Source: an optimization exercise on an open RTL-to-GDS flow (aim: small area and a short achievable clock period). Production flows keep margins and buffers that such runs may drop.
In this exercise RTL edits were held to simulation tests only and were not proved equivalent to the original.

==> design.v <==
`timescale 1ns / 1ps
module matrix_multiplier (
    input clk,
    input reset,
    input start,
    input [7:0] in,
    output reg [15:0] o, 
    output reg done
);
 localparam
        IDLE = 2'b00,
        LOAD = 2'b01,
        CALC = 2'b10,
        DONE = 2'b11;
    reg [1:0] state, next_state;
    reg [4:0] count;
    reg [7:0] a[8:0];
    reg [7:0] b[8:0];
    reg [15:0] c[8:0]; 
    integer i, j, k;
    always @(posedge clk or posedge reset) begin
        if (reset) 
            state <= IDLE;
        else 
            state <= next_state;
    end
    always @* begin
        case (state)
            IDLE: begin
                if (start == 0)
                    next_state = IDLE;
                else
                    next_state = LOAD;
            end
            LOAD: begin
                if (count < 18)
                    next_state = LOAD;
                else
                    next_state = CALC;
            end
            CALC: begin
                next_state = DONE;
            end
            DONE: begin
                if (count < 9)
                    next_state = DONE;
                else
                    next_state = IDLE;
            end
            default: next_state = IDLE;
        endcase
    end
    always @(posedge clk or posedge reset) begin
        if (reset) begin
            done <= 0;
            count <= 0;
            o <= 0;
            for (i = 0; i < 9; i = i + 1) begin
                a[i] <= 0;
                b[i] <= 0;
                c[i] <= 0;
            end
        end else begin
            case (state)
                IDLE: begin
                    done <= 0;
                    count <= 0;
                    o <= 0;
                end
                LOAD: begin
                    if (count < 9) begin
                        a[count] <= in;
                    end else if (count < 18) begin
                        b[count - 9] <= in;
                    end
                    count <= count + 1;
                end
                CALC: begin
                    for (i = 0; i < 3; i = i + 1) begin
                        for (j = 0; j < 3; j = j + 1) begin
                            c[i * 3 + j] = 0;
                            for (k = 0; k < 3; k = k + 1) begin
                                c[i * 3 + j] = c[i * 3 + j] + (a[i * 3 + k] * b[k * 3 + j]);
                            end
                        end
                    end
                    count <= 0;
                end
                DONE: begin
                    if (count < 9)
                        o <= c[count];
                    else
                        o <= 0;
                    count <= count + 1;
                    if (count >= 8) begin
                        done <= 1;
                    end
                end
                default: begin
                    done <= 0;
                end
            endcase
        end
    end
endmodule
==> run.sh <==
#!/bin/bash
# synth_recipe.tcl (not shown) runs the flow's synth.tcl, then flattens the netlist and writes it again
# the make line also repeats each setting of config.mk as NAME=value (left out here)
make -C /OpenROAD-flow-scripts/flow DESIGN_CONFIG=/design/flow/config.mk WORK_HOME=/design/flow/orfs CLKGATE_MAP_FILE= SYNTH_SCRIPT=/design/flow/synth_recipe.tcl finish
==> config.mk <==
export PLATFORM = sky130hd
export DESIGN_NAME = matrix_multiplier
export DESIGN_NICKNAME = matrix_multiplier
export VERILOG_FILES = /design/flow/design.v
export SDC_FILE = /design/flow/constraint.sdc
export NUM_CORES = 4
export LEC_CHECK = 0
export CAP_MARGIN = 20
export CORE_MARGIN = 2
export CORE_UTILIZATION = 40
export SLEW_MARGIN = 20
==> constraint.sdc <==
create_clock -name core_clock -period 8.0 [get_ports {clk}]
set_input_delay 1.6000 -clock core_clock [delete_from_list [all_inputs] [get_ports {clk}]]
set_output_delay 1.6000 -clock core_clock [all_outputs]
set_load 0.01 [all_outputs]
==> summary.txt, run 1 <==
- In this run the count of I/O pins placed on the die edge is 28.
- The detailed-placement wirelength estimate is 189,000 µm.
- Entering global routing, the biggest net connects 119 pins.
- The clock network latency to the later pin of the worst-skew pair is between 600 and 700 ps.
- The worst max-slew margin expressed relative to the limit is 0.181.
- The met2 layer usage reported by global route is 0.357.
- In the final design database the tool counted between 9,000 and 10,000 nets.
- Summed over all layers, the global routing overflow is 0.
- The tree is rooted in a clkbuf_16.
- The die span in x is 432 µm.
- Port buffering added 27 buffers.
- In this run the number of H-tree levels came out at 2.
- The total setup violations reported at the end of the flow is 0.
- The clock period minus worst slack is 7220 ps.
- The iteration count of the initial detailed-routing pass is 6.
- STA classifies the critical path endpoint as a flip-flop.
- For this run, global-route usage on met3 was measured as 0.0883.
- The met1 capacity usage during global routing is 0.397.
- For the worst setup path, the data required time is 8560 ps.
- The starting density of the core is 0.401.
- After clock tree synthesis, the clock-pin slew on the worst setup and hold paths is roughly 60 ps.
- The fraction of registers with async set/reset is 1.00.
- The number of enable flip-flop cells after synthesis is 0.
- The number of nets in the synthesized netlist is 10,001.
- The min-delay analysis places its worst path in the category reg -> reg.
- The register bit total from synthesis is 312.
- Of all nets on the critical path, the largest fanout is 14.
- The number of standard cells in the layout, taps in and fillers out is ~10,000.
- For this run, the leading register cell type out of synthesis is dfrtp_1.
- The area of the core region is 182,000 µm².
- The number of antenna violations at the first check in global routing is 9.
- After detailed placement, the design holds a cell count of around 10,000.
- The global-route wire length before repair is 365,000 µm.
- Setup repair after global routing left no endpoint under its margin.
- Prior to clock tree synthesis, the placed netlist has a worst setup slack of 975 ps.
- The share of the Yosys chip area taken by registers is 0.107.
- For the pin with the worst max-slew slack, the measured transition is 1230 ps.
- The number of unique standard cell types used by synthesis is between 60 and 70.
- For this run, the top clock speed supported by timing is around 140 MHz.
- Yosys printed 4 warnings.
- The final route contains just over 50,000 vias.
- The cell area after technology mapping is 73,300 µm².
- The count of endpoints failing hold in the final timing report is 0.
- Dividing the final minimum period by the clock period gives 0.902.
- The critical setup path kind is reg -> reg.
- The area growth from synthesis to layout is 6.86%.
- In this run the most used layer during global routing was met1.
- After clock tree synthesis, the setup repair step added 0 buffers.
- In the final routed layout, each cell accounts on average for 24.2 µm.
- The buffer levels on the longest clock path is 3.
- Summed over all failing endpoints, the final setup total negative slack is 0 ps.
- The number of clock sinks seen by CTS is 312.
- The total die area is 187,000 µm².
- Wires add up to 243,000 µm.
- The CTS tree is built.
- The number of gates resized after CTS is 0.
- The weighted congestion at the end of routability-driven global placement is between 0.9 and 1.
- For this run, the total global-route usage over all layers was measured as 0.267.
- Synthesis produced a netlist whose cell count is 7,738.
- For this run, design rule violations remaining after detail routing come to 0.
- In the final layout, the share of cells above drive strength 1 is 0.0716.
- The flow ran to the end and the layout has no timing, DRC or antenna violations.
- The number of placement rows is between 150 and 200.
- The number of global-route vias before repair is about 55,000.
- Buffers inserted during clock tree synthesis total 44.
- The arrival time reported for the critical path endpoint is a little under 8000 ps.
- The die is 432 µm tall.
- STA classifies the critical path startpoint as a flip-flop.
- The violation count after the first detailed-route iteration is 4,789.
- A synthesized cell averages 9.47 µm².
- The post-cts hold buffer count is 0.
- Once detail routing completed, the nets flagged for antenna violations numbered 0.
- Across the routed clock network, the largest skew measured is 36.6 ps.
- The worst path setup slack after routing is 785 ps.
- The number of slew-limit violations in the final report is 0.
- Using the TritonRoute via totals, the vias-per-cell ratio works out to 5.16.
- The max-capacitance violation count is 0.
state kept, by name (all words and copies together) (netlist names):
signal,flops
a,72
b,72
c,144
count,5
done,1
o,16
state,2
cell families after synthesis:
family,synth area share
buffers and inverters,0.122
adder cells (fa/ha/maj),0.530
AND/OR/NAND/NOR,0.146
AO/OA/AOI/OAI,0.0386
flip-flops,0.107
multiplexers,0.0394
XOR/XNOR,0.0169
critical path, stage by stage, from the launching register on:
cell and delay, ps:
dfrtp_1 860, buf_4 420, nand2_1 140, fa_1 580, fa_1 460, fa_1 480, fa_1 550, inv_1 60
fa_1 520, fa_1 500, inv_1 60, fa_1 600, inv_1 80, ha_1 390, a2111oi_0 450, nor3_1 80
o21ai_0 140, a31oi_1 170, or3_1 400, a31oi_1 180
cells in the final DEF, fill, tap and decap left out, types with 25 or more instances in the layout:
cell type | Yosys | final
a211oi_1 | 25 | 25
a21o_1 | 31 | 31
a21oi_1 | 61 | 61
and2_1 | 1156 | 1156
buf_4 | 1 | 170
clkbuf_16 | 0 | 44
dfrtp_1 | 312 | 292
fa_1 | 1422 | 1422
ha_1 | 830 | 828
inv_1 | 2017 | 2016
mux2_2 | 246 | 246
nand2_1 | 632 | 632
nand3_1 | 28 | 28
nor2_1 | 76 | 76
nor3_1 | 31 | 31
o21ai_0 | 93 | 93
xnor2_1 | 106 | 102
xor2_1 | 35 | 35
routing by layer:
layer | up-vias | part of all wire
li1 | 22675 | -
met1 | 26469 | 0.45
met2 | 2411 | 0.38
met3 | 332 | 0.12
met4 | 14 | 0.045
met5 | - | 0.00050
through the flow:
step | hold WS, ps | instance area [µm²] | util
6_report | 481 | 78300 | 0.429
5_1_grt | 507 | 78300 | 0.429
4_1_cts | 484 | 78200 | 0.429
3_5_place_dp | 471 | 76600 | 0.420
3_3_place_gp | 465 | 76600 | 0.420
2_1_floorplan | 450 | 73300 | -
worst paths after layout:
| check | startpoint | endpoint | slack (ps) | cells after the start |
|---|---|---|---|---|
| setup / recovery | a[3][6] | c[3][15] | 780 | 19 |
| hold / removal | o[11] | o[11] | 480 | 2 |
| setup reg to reg | a[3][6] | c[3][15] | 780 | 19 |
| hold reg to reg | o[11] | o[11] | 480 | 2 |
| max in group asynchronous | reset | c[0][1] | 4900 | 4 |
| min in group asynchronous | reset | c[8][14] | 1500 | 2 |
synth_stat cells (all sizes together), types with 35 or more instances:
library cell     n  area, µm²
o21ai           94        482
nand2          632       2370
clkbuf         326       1220
mux2           253       2850
and2          1156       7230
a21oi           61        305
xnor2          106        928
inv           2018       7570
nor2            77        292
nand3           37        260
fa            1422      28500
ha             830      10400
xor2            35        307
dfrtp          312       7810
final cells by class:
type                            instances  area [µm²]
Inverter                             2019        7580
Timing Repair Buffer                  207        1730
Fill cell                           17642      104000
Tap cell                             2385        2980
Multi-Input combinational cell       5053       56600
Antenna cell                            4        10.0
Clock inverter                         27         390
Sequential cell                       312        7830
Clock buffer                           54        1180
==> run 2, diff against run 1 <==
==> design.v (replaced) <==
module matrix_multiplier (
    input clk,
    input reset,
    input start,
    input [7:0] in,
    output reg [15:0] o,
    output reg done
);
    reg        busy;
    reg [4:0]  cnt;           
    reg [7:0] ra [0:8];       
    reg [7:0] r0 [0:2];       
    reg [7:0] r1 [0:2];
    reg [7:0] r2 [0:2];
    reg [7:0] ha0, ha1, ha2;  
    reg [15:0] p0, p1;
    wire load_a  = busy && cnt >= 5'd1  && cnt <= 5'd9;
    wire load_b0 = busy && cnt >= 5'd10 && cnt <= 5'd12;
    wire load_b1 = busy && cnt >= 5'd13 && cnt <= 5'd15;
    wire load_b2 = busy && cnt >= 5'd16 && cnt <= 5'd18;
    wire cap0 = busy && (cnt == 5'd18 || cnt == 5'd21 || cnt == 5'd24);
    wire cap1 = busy && (cnt == 5'd19 || cnt == 5'd22 || cnt == 5'd25);
    wire cap2 = busy && (cnt == 5'd20 || cnt == 5'd23 || cnt == 5'd26);
    wire valid = busy && cnt >= 5'd21 && cnt <= 5'd29;
    integer p;
    always @(posedge clk) begin
        ra[0] <= load_a ? in : ra[8];
        for (p = 1; p < 9; p = p + 1) ra[p] <= ra[p-1];
        r0[0] <= load_b0 ? in : r0[2];
        r1[0] <= load_b1 ? in : r1[2];
        r2[0] <= load_b2 ? in : r2[2];
        for (p = 1; p < 3; p = p + 1) begin
            r0[p] <= r0[p-1];
            r1[p] <= r1[p-1];
            r2[p] <= r2[p-1];
        end
        if (cap0) ha0 <= ra[7];
        if (cap1) ha1 <= ra[7];
        if (cap2) ha2 <= ra[7];
        p0 <= ha0 * r0[2];
        p1 <= p0 + ha1 * r1[0];
    end
    wire [15:0] sum = p1 + ha2 * r2[1];
    always @(posedge clk or posedge reset) begin
        if (reset) begin
            busy <= 1'b0;
            cnt  <= 5'd0;
            o    <= 16'd0;
            done <= 1'b0;
        end else begin
            o    <= valid ? sum : 16'd0;
            done <= busy && (cnt == 5'd29 || cnt == 5'd30);
            if (busy) begin
                cnt <= cnt + 5'd1;
                if (cnt == 5'd30) busy <= 1'b0;
            end else if (start) begin
                busy <= 1'b1;
                cnt  <= 5'd1;
            end
        end
    end
endmodule
--- a/config.mk
+++ b/config.mk
@@ -9,3 +9,4 @@
 export CORE_MARGIN = 2
 export CORE_UTILIZATION = 40
+export SETUP_SLACK_MARGIN = 4.5
 export SLEW_MARGIN = 20
==> run 2 against run 1 <==
Effect of this change: critical path depth fell by 3; critical path type unchanged; maximum frequency rose by 77%; flip-flop and latch count fell by 89; final cell count fell by 83%; core utilization rose by 6.5 points.
==> summary.txt, run 2 <==
- The cell area after technology mapping is 13,000 µm² (-82%).
- The number of unique standard cell types used by synthesis is 55 (-17%).
- The buffer levels on the longest clock path was 3 (unchanged).
- The largest net degree at the start of global routing is 24 (-80%).
- The number of warnings reported in the yosys synthesis log is 5 (+1).
- The kind of end point of the critical path is a flip-flop.
- The number of global-route vias before repair is 8,358 (-85%).
- The global-route wire length before repair is 41,800 µm (-89%).
- Ranked by total cell area, the synthesized netlist is headed by dfxtp_1, fa_1, ha_1.
- The area of the core region was 31,700 µm² (-83%).
- The count of endpoints failing hold in the final timing report was 0 (unchanged).
- The worst max-slew margin expressed relative to the limit is 0.406 (+0.225).
- The sequential element share of the synthesized area is 0.372 (+0.266).
- The average cell area after synthesis is 10.7 µm² (+13%).
- The TritonCTS buffer count is 24 (-45%).
- The highest clock frequency the design can meet was 245 MHz (+77%).
- Setup repair after global routing could not meet its margin everywhere.
- The total setup violations reported at the end of the flow is 0 (unchanged).
- The clock network latency to the later pin of the worst-skew pair is 540 ps (-120 ps).
- The required time at the worst-slack endpoint was 8430 ps (-130 ps).
- The number of clock sinks seen by CTS is 223 (-29%).
- The detailed-placement wirelength estimate is 18,700 µm (-90%).
- Among the stages of the critical path, the cell type that occurs most often is fa_1.
- The final antenna-violating net count is 0 (unchanged).
- After synthesis, the most frequently instantiated cells are inv_1, dfxtp_1, fa_1, and2_1, ha_1.
- The final clock skew came to 26.5 ps (-10.1 ps).
- The flow ran to the end and the layout has no timing, DRC or antenna violations.
- The routed via count was 8,049 (-84%).
- The number of slew-limit violations in the final report was 0 (unchanged).
- The highest fanout seen on the critical path is 6 (-8).
- The average via count per standard cell is 4.66 (-9.7%).
- The number of I/O port buffers is 27 (unchanged).
- The die span in x was 184 µm (-57%).
- The cell count after synthesis was 1,216 (-84%).
- The master cell of the clock root buffer is clkbuf_16.
- The number of nets in the layout is 1,565 (-84%).
- The number of antenna violations at the first check in global routing came to 0 (-9).
- The starting density of the core was 0.408 (+0.00692).
- The number of DRC violations after detailed routing came to 0 (unchanged).
- The aggregate routed wire length is 25,000 µm (-90%).
- The biggest cell delay along the critical path is 500 ps (-360 ps).
- The count of buffering cells on the critical path with inverters included came to 5 (+1).
- The setup TNS after final layout is 0 ps (unchanged).
- The number of fillers in the final layout is 2,866 (-84%).
- The global-route total usage across every layer came to 0.153 (-0.114).
- The max-capacitance violation count is 0 (unchanged).
- The fraction of layout cells with a size suffix above 1 is 0.218 (+0.147).
- The worst hold-check slack is 321 ps (-160 ps).
- The register bit total from synthesis was 223 (-29%).
- The weighted congestion at the end of routability-driven global placement is 0.793 (-19%).
- The number of levels in the clock H-tree is 1 (-1).
- The slowest cell on the critical path is edfxtp_1.
- The critical path startpoint category is a flip-flop.
- Leaving out fill and tap cells, the most frequent cells in the layout are inv_1, dfxtp_1, fa_1, and2_1, ha_1.
- The CTS tree is built.
- The wire length per cell after detailed routing is 14.5 µm (-40%).
- The number of enable flip-flop cells after synthesis is 24 (+24).
- The class of the most critical hold timing path is reg -> reg.
- The clock period minus worst slack came to 4080 ps (-3130 ps).
- The setup slack on the worst flop-to-flop path was 3920 ps (+3130 ps).
- The synthesis-to-finish area growth is 21.1%.
- The fraction of registers with async set/reset is 0.103 (-0.897).
- The final period utilization is 0.510 (-0.392).
- The iteration count of the initial detailed-routing pass is 4 (-2).
- The arrival time reported for the critical path endpoint is 4510 ps (-3260 ps).
- The clock transition at the register clock pins on the worst setup and hold paths after CTS is 60 ps (about the same).
- The most frequent standard cell in the layout excluding fill and tap cells is inv_1.
- The critical path goes through buf_6 -> and2_4 -> fa_1 -> inv_1 -> fa_1 -> inv_1 -> fa_1 -> inv_1 -> fa_1 -> inv_2 -> ha_4 -> a211oi_4 -> a21oi_2 -> o211ai_1 -> o211ai_1 -> o211a_1.
- The worst path setup slack after routing is 3920 ps (+3130 ps).
- The violation count after the first detailed-route iteration is 265 (-94%).
- In the synthesized netlist the dominant register cell turns out to be dfxtp_1.
- The number of flip-flops under the largest register name came to 72 (-50%).
- The final global-route overflow total is 0 (unchanged).
- The actual transition at the worst max-transition pin is 886 ps (-343 ps).
- The worst setup slack after placement came to 3760 ps (+2780 ps).
- The biggest area contributor in the post-synthesis netlist is dfxtp_1.
- The kind of cell adding the most delay to the critical path is adder cells.
- The total die area is 33,800 µm² (-82%).
- The number of nets in the synthesized netlist came to 1,474 (-85%).
- In the post-synthesis netlist, the cell with the most instances is inv_1.
- The vertical extent of the die is 184 µm (-57%).
- The number of placement rows is 65 (-59%).
- The critical setup path kind is reg -> reg.
- ra holds more flip-flops than any other register.
- The number of ports placed on the die boundary is 28 (unchanged).
- The top-area cell type share of the netlist area came to 0.272 (-0.117).
==> run 2: cell count changes in the layout (fill, tap and decap cells not counted), moves of 42 or more <==
cell     before  now
nand2_1     632   82
xnor2_1     102   16
dfrtp_1     292   23
o21ai_0      93    9
and2_1     1156  103
inv_1      2016  230
a21oi_1      61   19
buf_4       170   37
ha_1        828   86
mux2_2      246   32
fa_1       1422  125
dfxtp_1       0  163
nor2_1       76   24
==> run 2: logic make-up (layout without fill, tap and decap cells) <==
group	Yosys count	count (layout)	synth area share
compound gates	114	114	0.0621
xor+xnor	29	29	0.0196
fa+ha+maj	247	247	0.317
buf+inv	272	381	0.0796
flops	223	223	0.372
mux	35	35	0.0301
other cells	0	1	0
simple gates	296	296	0.119
==> run 2: area by class of cell <==
type,count,area [µm²],area share
Multi-Input combinational cell,721,7800,0.497
Sequential cell,223,4840,0.309
Inverter,256,961,0.0613
Tap cell,402,503,0.0321
Clock buffer,30,686,0.0437
Antenna cell,1,2.50,0.000160
Timing Repair Buffer,81,739,0.0472
Clock inverter,14,150,0.00957
==> run 2: what timing repair did <==
action,4_1_cts,5_1_grt
pin swaps,70,56
hold buffers,0,0
setup endpoints to repair,26,30
gates resized for setup,58,59
buffers inserted,32,22
cloned,0,0
==> run 2: final timing paths <==
check                      startpoint       end  cells past startpoint
min                          r1[1][7]  r1[2][7]                      0
min in group asynchronous       reset    cnt[1]                      2
min reg2reg                  r1[1][7]  r1[2][7]                      0
max reg2reg                    ha0[3]    p0[15]                     16
max in group asynchronous       reset     o[15]                      2
max                            ha0[3]    p0[15]                     16
==> run 2: metrics by stage <==
stage / utilization / instance area [µm²] / std cells
5_1_grt: 0.494 / 15700 / 1727
3_3_place_gp: 0.442 / 14000 / 1629
6_report: 0.494 / 15700 / 1728
4_1_cts: 0.482 / 15300 / 1705
2_1_floorplan: - / 13400 / 1216
3_5_place_dp: 0.442 / 14000 / 1629
==> run 2: worst register-to-register path, stage by stage, from the launching register on <==
cell	delay, ps
edfxtp_1	500
buf_6	170
and2_4	140
fa_1	490
inv_1	50
fa_1	470
inv_1	50
fa_1	470
inv_1	50
fa_1	490
inv_2	50
ha_4	180
a211oi_4	220
a21oi_2	90
o211ai_1	270
o211ai_1	140
o211a_1	130
==> run 2: routing by layer <==
| metal | vias up | GRT usage | wire [µm] |
|---|---|---|---|
| met5 | - | 0 | 0 |
| met3 | 42 | 0.0170 | 648 |
| met2 | 84 | 0.264 | 12100 |
| met1 | 3943 | 0.207 | 11700 |
| li1 | 3980 | - | - |
| met4 | 0 | 0.0342 | 552 |
==> run 3, diff against run 2 <==
--- a/config.mk
+++ b/config.mk
@@ -6,7 +6,8 @@
 export NUM_CORES = 4
 export LEC_CHECK = 0
+export ABC_CLOCK_PERIOD_IN_PS = 3000
 export CAP_MARGIN = 20
 export CORE_MARGIN = 2
-export CORE_UTILIZATION = 40
+export CORE_UTILIZATION = 60
 export SETUP_SLACK_MARGIN = 4.5
 export SLEW_MARGIN = 20
==> run 3 against run 2 <==
Effect of this change: critical endpoint is now p1[12]; wire length is 2.0% higher; first-iteration DRC count decreased by 5.7%; maximum frequency fell by 0.24%; global-route usage increased by 8.5 points; critical path type unchanged.
==> summary.txt, run 3 <==
- The run finished with no timing, DRC or antenna violations.
- The area share of fa/ha/maj cells after synthesis is 0.317 (unchanged).
- The highest fanout seen on the critical path came to 7 (+1).
- The final period utilization is 0.511 (+0.00124).
- The simple logic cell fraction of the synthesized area is 0.119 (unchanged).
- The sequential element share of the synthesized area is 0.372 (unchanged).
- Traced cell by cell, the critical path runs through buf_6 -> and2_4 -> fa_1 -> inv_2 -> fa_1 -> inv_1 -> fa_1 -> fa_1 -> ha_4 -> o21a_1 -> o21ai_2 -> o21bai_2 -> or4_1 -> nand3_1.
- The number of I/O port buffers is 27 (unchanged).
- The library cells used most frequently in the layout, excluding fill and tap cells, are inv_1, dfxtp_1, fa_1, and2_1, ha_1.
- The number of nets in the synthesized netlist is 1,474 (unchanged).
- The biggest cell delay along the critical path is 530 ps (+30 ps).
- The global-route total usage across every layer is 0.238 (+0.0851).
- The actual transition at the worst max-transition pin is 929 ps (+42.4 ps).
- The clock period minus worst slack is 4090 ps (+9.90 ps).
- The count of cells along the worst hold path was 0 (unchanged).
- The combinational family with the most area after synthesis is adder cells.
- The setup slack on the worst flop-to-flop path is 3910 ps (about the same).
- The total setup violations reported at the end of the flow is 0 (unchanged).
- The worst path setup slack after routing was 3910 ps (-9.90 ps).
- The multiplexer share of the synthesized area is 0.0301 (unchanged).
- The iteration count of the initial detailed-routing pass is 4 (unchanged).
- The number of levels in the clock H-tree is 1 (unchanged).
- The top-area cell type share of the netlist area came to 0.272 (unchanged).
- The average via count per standard cell is 5.12 (+10%).
- Counting flops per register, the top entry is ra.
- The class of the most critical hold timing path is reg -> reg.
- The worst setup slack after placement is 3780 ps (+19.8 ps).
- The kind of end point of the critical path is a flip-flop.
- The end point of the most critical hold path is r1[2][6].
- The number of DRC violations after detailed routing is 0 (unchanged).
- The vertical extent of the die is 151 µm (-18%).
- The required time at the worst-slack endpoint was 8450 ps (+20 ps).
- The most frequent standard cell in the layout excluding fill and tap cells is inv_1.
- The final cell utilization of the core was 0.733 (+0.238).
- The number of enable flip-flop cells after synthesis is 24 (unchanged).
- Among all stages on the critical path, the largest delay is contributed by fa_1.
- Relative to the synthesized area, the layout overhead comes to 19.3%.
- The fraction of registers with async set/reset came to 0.103 (unchanged).
- The max-capacitance violation count came to 0 (unchanged).
- The worst reg-to-reg path cell count is 14 (-2).
- The master cell of the clock root buffer is clkbuf_16.
- The starting density of the core is 0.614 (+0.206).
- The detailed-placement wirelength estimate is 18,700 µm (-0.16%).
- The setup TNS after final layout was 0 ps (unchanged).
- Sorting the synthesized cells by area gives the leading types as dfxtp_1, fa_1, ha_1.
- The clock transition at the register clock pins on the worst setup and hold paths after CTS came to 60 ps (about the same).
- The number of clock sinks seen by CTS is 223 (unchanged).
- The clock network latency to the later pin of the worst-skew pair came to 530 ps (about the same).
- The total die area was 22,800 µm² (-33%).
- The critical path startpoint category is a flip-flop.
- The worst register-to-register path ends at p1[12].
- The number of slew-limit violations in the final report was 0 (unchanged).
- TritonCTS built the clock tree.
- The global-route wire length before repair was 42,600 µm (+2.0%).
- The post-cts hold buffer count is 0 (unchanged).
- The number of ports placed on the die boundary is 28 (unchanged).
- The highest clock frequency the design can meet is 244 MHz (-0.24%).
- The buffer levels on the longest clock path is 3 (unchanged).
- The worst hold-check slack is 320 ps (-0.993 ps).
- The cell area after technology mapping was 13,000 µm² (unchanged).
- The final antenna-violating net count was 0 (unchanged).
- The final antenna diode count is 0 (-1).
- The number of unique standard cell types used by synthesis came to 55 (unchanged).
- The number of warnings reported in the yosys synthesis log came to 5 (unchanged).
- The number of fillers in the final layout came to 1,546 (-46%).
- The post-synthesis compound-gate area fraction is 0.0621 (unchanged).
- The final clock skew is 20.0 ps (-6.56 ps).
- The startpoint identified for the worst hold timing path is r1[1][6].
- The count of buffering cells on the critical path with inverters included came to 3 (-2).
- The number of nets in the layout was 1,568 (+0.19%).
- The area of the core region is 21,100 µm² (-34%).
- The commonest cells after synthesis are inv_1, dfxtp_1, fa_1, and2_1, ha_1.
- The count of endpoints failing hold in the final timing report was 0 (unchanged).
- The most instantiated flip-flop cell in the synthesis netlist is dfxtp_1.
- The number of global-route vias before repair is 8,712 (+4.2%).
- The violation count after the first detailed-route iteration is 250 (-5.7%).
- The startpoint of the worst-slack reg-to-reg timing path is ha1[3].
- The fraction of synthesized cell area in xor and xnor cells is 0.0196 (unchanged).
- The number of flip-flops under the largest register name is 72 (unchanged).
- The average cell area after synthesis is 10.7 µm² (unchanged).
- Setup repair after global routing could not meet its margin everywhere.
- The aggregate routed wire length came to 25,500 µm (+2.0%).
- The arrival time reported for the critical path endpoint is 4550 ps (+40 ps).
- The kind of cell adding the most delay to the critical path is adder cells.
- The library cell occupying the most area in the post-synthesis netlist is dfxtp_1.
- The weighted congestion at the end of routability-driven global placement was 0.817 (+3.0%).
- The wire length per cell after detailed routing is 15.9 µm (+10%).
- The final global-route overflow total is 0 (unchanged).
- The cell count after synthesis came to 1,216 (unchanged).
- The worst max-slew margin expressed relative to the limit is 0.380 (-0.0253).
- The number of antenna violations at the first check in global routing is 0 (unchanged).
- The register bit total from synthesis is 223 (unchanged).
- The cell seen most often among critical-path stages is fa_1.
- In the post-synthesis netlist, the cell with the most instances is inv_1.
- The critical setup path kind is reg -> reg.
- The routed via count is 8,205 (+1.9%).
- The TritonCTS buffer count is 23 (-4.2%).
- The largest net degree at the start of global routing was 24 (unchanged).
- The number of placement rows is 53 (-18%).
- The fraction of layout cells with a size suffix above 1 is 0.221 (+0.00269).
- The die span in x is 151 µm (-18%).
==> run 3: kinds of logic after synthesis <==
group / count (synthesis)
muxes: 35
adders and majority gates: 247
DFF: 223
xor gates and xnor gates: 29
buffers and inverters: 272
and+or+nand+nor: 296
AOI/OAI and AO/OA: 114
==> run 3: worst max-delay path by stage <==
stage                  start  endpoint  slack (ps)  cells after the start
floorplan             ha1[6]    p1[15]        4020                     15
global placement    r1[0][0]    p1[12]        3810                     14
detailed placement  r1[0][0]    p1[12]        3780                     14
CTS                   ha1[3]    p1[12]        3900                     14
global route          ha0[4]    p0[15]        3750                     15
finish                ha1[3]    p1[12]        3910                     14
==> run 3: what timing repair did <==
item	CTS	global route
pin swaps	75	66
setup buffers	40	18
hold endpoints to repair	0	0
setup endpoints to repair	26	32
resized for setup	58	64
==> run 3: layout make-up <==
cell class,count,area [µm²],area share
Clock buffer,32,639,0.0414
Sequential cell,223,4840,0.314
Multi-Input combinational cell,721,7810,0.505
Inverter,256,961,0.0622
Timing Repair Buffer,85,773,0.0500
Clock inverter,10,82.6,0.00534
Tap cell,275,344,0.0223
==> run 3: per-layer routing <==
metal  global-route usage  vias up  share of wire
met5                    0        -              0
met4               0.0579        0          0.018
met3               0.0277       28          0.028
met2                0.412       99           0.49
met1                0.323     4084           0.46
li1                     -     3994              -
==> run 3: through the flow <==
stage,instance area (µm²),cells
after global routing,15500,1602
final,15500,1602
after CTS,15100,1584
after floorplan,13400,1216
after global placement,13800,1502
after detailed placement,13800,1502
==> run 4, diff against run 3 <==
--- a/config.mk
+++ b/config.mk
@@ -6,8 +6,6 @@
 export NUM_CORES = 4
 export LEC_CHECK = 0
-export ABC_CLOCK_PERIOD_IN_PS = 3000
 export CAP_MARGIN = 20
 export CORE_MARGIN = 2
-export CORE_UTILIZATION = 60
-export SETUP_SLACK_MARGIN = 4.5
+export CORE_UTILIZATION = 40
 export SLEW_MARGIN = 20
==> run 4 against run 3 <==
Effect of this change: count of clock-buffer cells in the layout is 3 lower; critical path depth stayed put; clock skew is 5.1 ps higher; final cell count is 4.4% higher; flip-flop and latch count stayed put; first-iteration DRC count is 5.2% higher; design area is 6.1% lower; die area is 49% higher; critical path type unchanged; largest cell class unchanged; highest routed layer unchanged.
==> summary.txt, run 4 <==
- The run finished with no timing, DRC or antenna violations.
- The final global-route overflow total was 0 (unchanged).
- The clock period minus worst slack was 4440 ps (+345 ps).
- The violation count after the first detailed-route iteration is 263 (+5.2%).
- By count the netlist is led by inv_1, dfxtp_1, fa_1, and2_1, ha_1.
- The root buffer cell chosen for the clock tree is clkbuf_16.
- The cell area after technology mapping was 13,000 µm² (unchanged).
- In the synthesized netlist the dominant register cell turns out to be dfxtp_1.
- The starting density of the core is 0.408 (-0.206).
- The count of buffering cells on the critical path with inverters included is 3 (unchanged).
- The final period utilization came to 0.554 (+0.0431).
- The vertical extent of the die is 184 µm (+22%).
- The final clock skew is 25.1 ps (+5.10 ps).
- The number of antenna violations at the first check in global routing was 1 (+1).
- Relative to the synthesized area, the layout overhead comes to 12.1%.
- The max-capacitance violation count is 0 (unchanged).
- Ranked by total cell area, the synthesized netlist is headed by dfxtp_1, fa_1, ha_1.
- The CTS tree is built.
- The number of gates resized after CTS is 0 (-100%).
- The final instance area came to 14,500 µm² (-6.1%).
- The biggest cell delay along the critical path came to 510 ps (-20 ps).
- The cell count after synthesis is 1,216 (unchanged).
- The number of slew-limit violations in the final report is 0 (unchanged).
- The worst setup path is captured at a flip-flop.
- The area of the core region is 31,700 µm² (+50%).
- The weighted congestion at the end of routability-driven global placement is 0.834 (+2.1%).
- The routed via count is 7,799 (-4.9%).
- The highest clock frequency the design can meet is 225 MHz (-7.8%).
- The number of I/O port buffers was 27 (unchanged).
- The most frequent standard cell in the layout excluding fill and tap cells is inv_1.
- The critical path startpoint category is a flip-flop.
- The number of DRC violations after detailed routing was 0 (unchanged).
- The die span in x is 184 µm (+22%).
- The post-cts hold buffer count was 0 (unchanged).
- The average cell area after synthesis is 10.7 µm² (unchanged).
- The global-route total usage across every layer is 0.143 (-0.0949).
- The global-route wire length before repair is 38,900 µm (-8.8%).
- The fraction of registers with async set/reset was 0.103 (unchanged).
- The highest fanout seen on the critical path is 9 (+2).
- The number of enable flip-flop cells after synthesis is 24 (unchanged).
- The cell area after placement is 13,700 µm² (-1.4%).
- The count of endpoints failing hold in the final timing report is 0 (unchanged).
- The average via count per standard cell came to 4.66 (-9.0%).
- The final antenna diode count is 0 (unchanged).
- The critical path in this run is classified as reg -> reg.
- The required time at the worst-slack endpoint was 8450 ps (about the same).
- The setup TNS after final layout is 0 ps (unchanged).
- The kind of cell with the highest combined delay along the critical path is adder cells.
- The TritonCTS buffer count is 24 (+4.3%).
- The library cells used most frequently in the layout, excluding fill and tap cells, are inv_1, dfxtp_1, fa_1, and2_1, ha_1.
- The aggregate routed wire length came to 23,300 µm (-8.7%).
- Setup repair after global routing left no endpoint under its margin.
- The number of flip-flops under the largest register name is 72 (unchanged).
- The largest net degree at the start of global routing is 24 (unchanged).
- The register bit total from synthesis was 223 (unchanged).
- The number of clock sinks seen by CTS was 223 (unchanged).
- The buffer levels on the longest clock path is 3 (unchanged).
- The library cell occupying the most area in the post-synthesis netlist is dfxtp_1.
- The number of levels in the clock H-tree came to 1 (unchanged).
- The sequential element share of the synthesized area was 0.372 (unchanged).
- The number of nets in the layout was 1,511 (-3.6%).
- In this run the worst hold path is classified as reg -> reg.
- The number of fillers in the final layout is 2,968 (+92%).
- The register with the highest flop count is ra.
- The arrival time reported for the critical path endpoint is 4890 ps (+340 ps).
- The number of unique standard cell types used by synthesis came to 55 (unchanged).
- The top-area cell type share of the netlist area is 0.272 (unchanged).
- The worst max-slew margin expressed relative to the limit is 0.389 (+0.00836).
- The fraction of layout cells with a size suffix above 1 is 0.0677 (-0.153).
- The total setup violations reported at the end of the flow was 0 (unchanged).
- The clock transition at the register clock pins on the worst setup and hold paths after CTS is 60 ps (about the same).
- The slowest cell on the critical path is dfxtp_1.
- The detailed-placement wirelength estimate came to 18,600 µm (-0.50%).
- The number of nets in the synthesized netlist is 1,474 (unchanged).
- The iteration count of the initial detailed-routing pass is 4 (unchanged).
- The number of buffers inserted by post-CTS setup repair came to 0 (-100%).
- The actual transition at the worst max-transition pin is 914 ps (-14.9 ps).
- The number of global-route vias before repair is 7,963 (-8.6%).
- The critical path goes through nand2_1 -> fa_1 -> inv_1 -> fa_1 -> inv_1 -> fa_1 -> fa_1 -> inv_1 -> ha_1 -> o21a_2 -> a2111oi_2 -> o21bai_1 -> or4_1 -> nand3_1.
- The number of placement rows was 65 (+23%).
- The final antenna-violating net count is 0 (unchanged).
- The most numerous cell type found on the critical path is fa_1.
- The number of ports placed on the die boundary is 28 (unchanged).
- The wire length per cell after detailed routing was 13.9 µm (-13%).
- The number of warnings reported in the yosys synthesis log is 5 (unchanged).
- The clock network latency to the later pin of the worst-skew pair is 530 ps (about the same).
- The cell with the most instances after synthesis is inv_1.
- The total die area was 33,800 µm² (+49%).
==> run 4: changes by cell type in the layout (fill, tap and decap cells not counted), moves of 24 or more <==
cell / change
buf_4: -40
inv_2: -24
ha_1: +24
inv_1: +24
==> run 4: cell families after synthesis <==
| kind of cell | share of synthesized area |
|---|---|
| compound gates | 0.0621 |
| xor+xnor | 0.0196 |
| fa+ha+maj | 0.317 |
| buf+inv | 0.0796 |
| flops | 0.372 |
| mux | 0.0301 |
| simple gates | 0.119 |
==> run 4: area by class of cell <==
| class | count | area, µm² | area share |
|---|---|---|---|
| inverter | 256 | 961 | 0.0662 |
| clock inverter | 15 | 155 | 0.0107 |
| timing repair buffer | 27 | 270 | 0.0186 |
| clock buffer | 29 | 703 | 0.0484 |
| tap | 402 | 503 | 0.0347 |
| sequential | 223 | 4820 | 0.332 |
| multi-input combinational | 721 | 7100 | 0.489 |
==> run 4: per-stage QoR <==
step	hold slack (ps)	utilization	worst slack, ps	std cells
final	320	0.458	3560	1673
after global routing	329	0.458	3280	1673
after CTS	324	0.458	3530	1673
after detailed placement	312	0.431	3570	1629
after global placement	310	0.431	3610	1629
after floorplan	310	-	3830	1216
==> run 4: per-layer routing <==
metal  routed length [µm]  global-route usage
met1                11000               0.190
met2                11100               0.247
met3                  769              0.0210
met4                  388              0.0320
met5                    0                   0
==> run 4: worst paths after layout <==
path,from,end,slack [ps],cells past startpoint
worst min register to register,ra[6][4],ra[7][4],320,0
worst max register to register,r1[0][0],p1[12],3560,14
worst max-delay path,r1[0][0],p1[12],3560,14
max in group asynchronous,reset,o[12],5850,2
worst min-delay path,ra[6][4],ra[7][4],320,0
min in group asynchronous,reset,o[0],1580,2
==> run 4: worst register-to-register path, cell delays in order, from the launching register on <==
cell	delay, ps
dfxtp_1	510
nand2_1	130
fa_1	510
inv_1	50
fa_1	490
inv_1	50
fa_1	490
fa_1	490
inv_1	40
ha_1	310
o21a_2	160
a2111oi_2	390
o21bai_1	210
or4_1	430
nand3_1	90

-- what the ideal ports hide --
The results above use ideal ports. As a check the final layouts listed here were re-extracted and re-timed, cells and wires unchanged. Step 1 (the two cells are an assumption about what drives the block):
set clk [get_ports {clk}]
set_driving_cell -lib_cell sky130_fd_sc_hd__clkbuf_16 $clk
set_driving_cell -lib_cell sky130_fd_sc_hd__buf_2 [delete_from_list [all_inputs] $clk]
Step 2 times the ports against the registers' clock, not the clock port: input delays grow and output delays shrink by t, the midpoint of the rising clock arrivals with the driver on. Slacks: ideal ports / drivers / drivers and shift; pairs: ideal ports / drivers.
run | t, ns | slack for setup (ns) | worst setup path after step 2 | pins driven straight from the clock port
run 1 | 0.718 | 0.785 / 0.785 / 0.785 | register to register | 1
run 2 | 0.571 | 3.918 / 3.918 / 3.918 | register to register | 1
run 3 | 0.567 | 3.909 / 3.909 / 3.909 | register to register | 1
run 4 | 0.569 | 3.564 / 3.564 / 3.564 | register to register | 1
After both steps every run listed still meets setup and hold.
